Background: an optimization exercise with open tools, aiming at small area. Do not read the settings as production practice.
Only simulation tests tie the RTL to the original design; equivalence was not proved.

==> onyx: inputs <==
==> flow/design.v <==
module line_chain
#(
parameter N = 259
)
(
	input              clk,
	input              en,
	input  [7:0]       din,
	output [8*N-1:0]   q
);
reg [8*N-1:0] sr;
always @(posedge clk)
	if(en)
		sr <= {sr[8*N-9:0], din};
assign q = sr;
endmodule
module matrix_3x3
(
	input clk,
	input rst_n,
	input v0,               
	input v1,               
	input v2,               
	input [7:0] din,
	output [7:0] ta, output [7:0] tb, output [7:0] tc,
	output [7:0] ua, output [7:0] ub, output [7:0] uc,
	output [7:0] ra, output [7:0] rb, output [7:0] rc
);
reg [7:0] yr, y1, y2;
always @(posedge clk) begin
	yr <= din;
	y1 <= yr;
	y2 <= y1;
end
wire [8*256-1:0] l;
line_chain #(.N(256)) u_chain (
	.clk (clk),
	.en  (v2),
	.din (y2),
	.q   (l)
);
reg [6:0] col;
reg [3:0] row;
always @(posedge clk or negedge rst_n)
	if(!rst_n) begin
		col <= 7'd0;
		row <= 4'd0;
	end
	else if(v0) begin
		col <= col + 1'b1;
		if(col == 7'h7f)
			row <= row + 1'b1;
	end
wire c0 = (col == 7'd0);
wire c1 = (col == 7'd1);
wire r0 = (row == 4'd0);
wire r1 = (row == 4'd1);
wire [7:0] l125 = l[8*125 +: 8];
wire [7:0] l126 = l[8*126 +: 8];
wire [7:0] l127 = l[8*127 +: 8];
wire [7:0] l253 = l[8*253 +: 8];
wire [7:0] l254 = l[8*254 +: 8];
wire [7:0] l255 = l[8*255 +: 8];
wire [7:0] hu_c = v1 ? (v2 ? l125 : l126) : (v2 ? l126 : l127);
wire [7:0] hu_b = v2 ? l126 : l127;
wire [7:0] hu_a = l127;
wire [7:0] ht_c = v1 ? (v2 ? l253 : l254) : (v2 ? l254 : l255);
wire [7:0] ht_b = v2 ? l254 : l255;
wire [7:0] ht_a = l255;
wire [7:0] su_c = r0 ? yr : hu_c;
wire [7:0] su_b = r0 ? y1 : hu_b;
wire [7:0] su_a = r0 ? y2 : hu_a;
wire [7:0] st_c = r0 ? yr : r1 ? hu_c : ht_c;
wire [7:0] st_b = r0 ? y1 : r1 ? hu_b : ht_b;
wire [7:0] st_a = r0 ? y2 : r1 ? hu_a : ht_a;
wire ka = c0 | (c1 & v1);
assign rc = yr;
assign rb = c0 ? yr : y1;
assign ra = ka ? rb : y2;
assign uc = su_c;
assign ub = c0 ? su_c : su_b;
assign ua = ka ? ub : su_a;
assign tc = st_c;
assign tb = c0 ? st_c : st_b;
assign ta = ka ? tb : st_a;
endmodule
module rgb_to_ycbcr(
	input  [15:0] rgb565,
	output [7:0]  o_y_8b
);
wire [7:0] R0 = {rgb565[15:11], rgb565[13:11]};
wire [7:0] G0 = {rgb565[10: 5], rgb565[ 6: 5]};
wire [7:0] B0 = {rgb565[ 4: 0], rgb565[ 2: 0]};
wire [15:0] Y = R0 * 16'd77 + G0 * 16'd150 + B0 * 16'd29;
assign o_y_8b = Y[15:8];
endmodule
module sobel
#(
parameter U_COL = 128,
parameter U_ROW = 16,
parameter value = 120
)
(
	input clk,
	input rst_n,
	input cmos_frame_vsync,
	input cmos_frame_hsync,
	input cmos_frame_valid,
	input [15:0]cmos_frame_data,
	output sobel_vsync,
	output sobel_hsync,
	output sobel_de,
	output [15:0] sobel_data
);
wire [7:0] y;
rgb_to_ycbcr u0_rgb_to_ycbcr (
	.rgb565 (cmos_frame_data),
	.o_y_8b (y)
);
reg [6:0] de_r, hs_r, vs_r;
always @(posedge clk or negedge rst_n)
	if(!rst_n) begin
		de_r <= 7'd0;
		hs_r <= 7'd0;
		vs_r <= 7'd0;
	end
	else begin
		de_r <= {de_r[5:0], cmos_frame_valid};
		hs_r <= {hs_r[5:0], cmos_frame_hsync};
		vs_r <= {vs_r[5:0], cmos_frame_vsync};
	end
wire [7:0] ta, tb, tc, ua, ub, uc, ra, rb, rc;
matrix_3x3 u_matrix_3x3 (
	.clk   (clk),
	.rst_n (rst_n),
	.v0    (de_r[0]),
	.v1    (de_r[1]),
	.v2    (de_r[2]),
	.din   (y),
	.ta(ta), .tb(tb), .tc(tc),
	.ua(ua), .ub(ub), .uc(uc),
	.ra(ra), .rb(rb), .rc(rc)
);
wire [9:0] Gx1 = ta + {ua, 1'b0} + ra;
wire [9:0] Gx3 = tc + {uc, 1'b0} + rc;
wire [9:0] Gy1 = ta + {tb, 1'b0} + tc;
wire [9:0] Gy3 = ra + {rb, 1'b0} + rc;
wire [9:0] Gx = (Gx1 > Gx3) ? (Gx1 - Gx3) : (Gx3 - Gx1);
wire [9:0] Gy = (Gy1 > Gy3) ? (Gy1 - Gy3) : (Gy3 - Gy1);
wire [10:0] G = Gx + Gy;
wire edge_bit = (G > value);
reg [6:1] e_r;
always @(posedge clk)
	e_r <= {e_r[5:1], edge_bit};
assign sobel_de    = de_r[6];
assign sobel_hsync = hs_r[6];
assign sobel_vsync = vs_r[6];
assign sobel_data  = e_r[6] ? 16'h0000 : 16'hffff;
endmodule
==> flow/run.sh <==
#!/bin/bash
# synth_recipe.tcl (not shown) runs the flow's synth.tcl, then flattens the netlist and writes it again
# the make line also repeats each setting of config.mk as NAME=value (left out here)
make -C /OpenROAD-flow-scripts/flow DESIGN_CONFIG=/design/flow/config.mk WORK_HOME=/design/flow/orfs CLKGATE_MAP_FILE= SYNTH_SCRIPT=/design/flow/synth_recipe.tcl finish
==> flow/config.mk <==
export PLATFORM = sky130hd
export DESIGN_NAME = sobel
export DESIGN_NICKNAME = sobel
export VERILOG_FILES = /design/flow/design.v
export SDC_FILE = /design/flow/constraint.sdc
export NUM_CORES = 4
export LEC_CHECK = 0
export CAP_MARGIN = 20
export CORE_MARGIN = 2
export CORE_UTILIZATION = 55
export CTS_BUF_LIST = sky130_fd_sc_hd__clkbuf_4 sky130_fd_sc_hd__clkbuf_8
export CTS_CLUSTER_SIZE = 16
export SLEW_MARGIN = 20
==> flow/constraint.sdc <==
create_clock -name core_clock -period 8.0 [get_ports {clk}]
set_input_delay 1.6000 -clock core_clock [delete_from_list [all_inputs] [get_ports {clk}]]
set_output_delay 1.6000 -clock core_clock [all_outputs]
set_load 0.01 [all_outputs]
==> violet (differences from onyx) <==
--- a/flow/config.mk
+++ b/flow/config.mk
@@ -8,6 +8,4 @@
 export CAP_MARGIN = 20
 export CORE_MARGIN = 2
-export CORE_UTILIZATION = 55
-export CTS_BUF_LIST = sky130_fd_sc_hd__clkbuf_4 sky130_fd_sc_hd__clkbuf_8
-export CTS_CLUSTER_SIZE = 16
+export CORE_UTILIZATION = 45
 export SLEW_MARGIN = 20
==> flow_metrics.py <==
metrics = {
    "grt": {
        "grt_start_max_net_pins": 204,
        "grt_first_pass_wirelength_um": 168000,
    },
    "finish": {
        "fill_cells": 9068,
    },
    "outcome": {
        "run_status": "finished clean",
    },
    "detailed_routing": {
        "wirelength_um": 107000,
    },
    "placed_design": {
        "place_congestion": 0.836,
    },
}
the above is filed under onyx

==> flow_metrics.py <==
metrics = {
    "outcome": {
        "run_status": "finished clean",
    },
    "clocking": {
        "tritoncts": "built",
        "insertion_delay_ns": 0.80,
    },
    "sta": {
        "timing.setup.tns_ns": 0,
    },
    "detailed_routing": {
        "wirelength_um": 96300,
    },
    "logic_synthesis": {
        "ys_seq_area_share_pct": 87.0,
    },
    "grt": {
        "grt_start_max_net_pins": 200,
    },
    "finish": {
        "n_clock_buffer": 248,
        "fill_cells": 12418,
    },
    "placed_design": {
        "place_congestion": 0.824,
    },
}
the above is filed under violet

-- re-timing with driven ports --
How much do the figures lean on ideal ports? The routed layouts below were timed once more, with nothing changed but the port constraints. Step 1: set_driving_cell puts a clkbuf_16 on clk and a buf_2 on each other input, an assumption about the parent block. Step 2 moves the port delays by t, midway between the first and last clock arrival at a register: inputs arrive t later, outputs are due t later. That takes back most of the time a late clock gives input paths. a / b / c = ideal / step 1 / step 2; a / b = the first two.
| run | shift t [ns] | setup WS [ns] | worst register clock-pin slew, ns |
|---|---|---|---|
| onyx | 1.010 | 0.407 / 0.407 / 0.407 | 0.08 / 0.08 |
| violet | 0.859 | 0.659 / 0.659 / 0.659 | 0.07 / 0.07 |
After both steps every run listed still meets setup and hold.
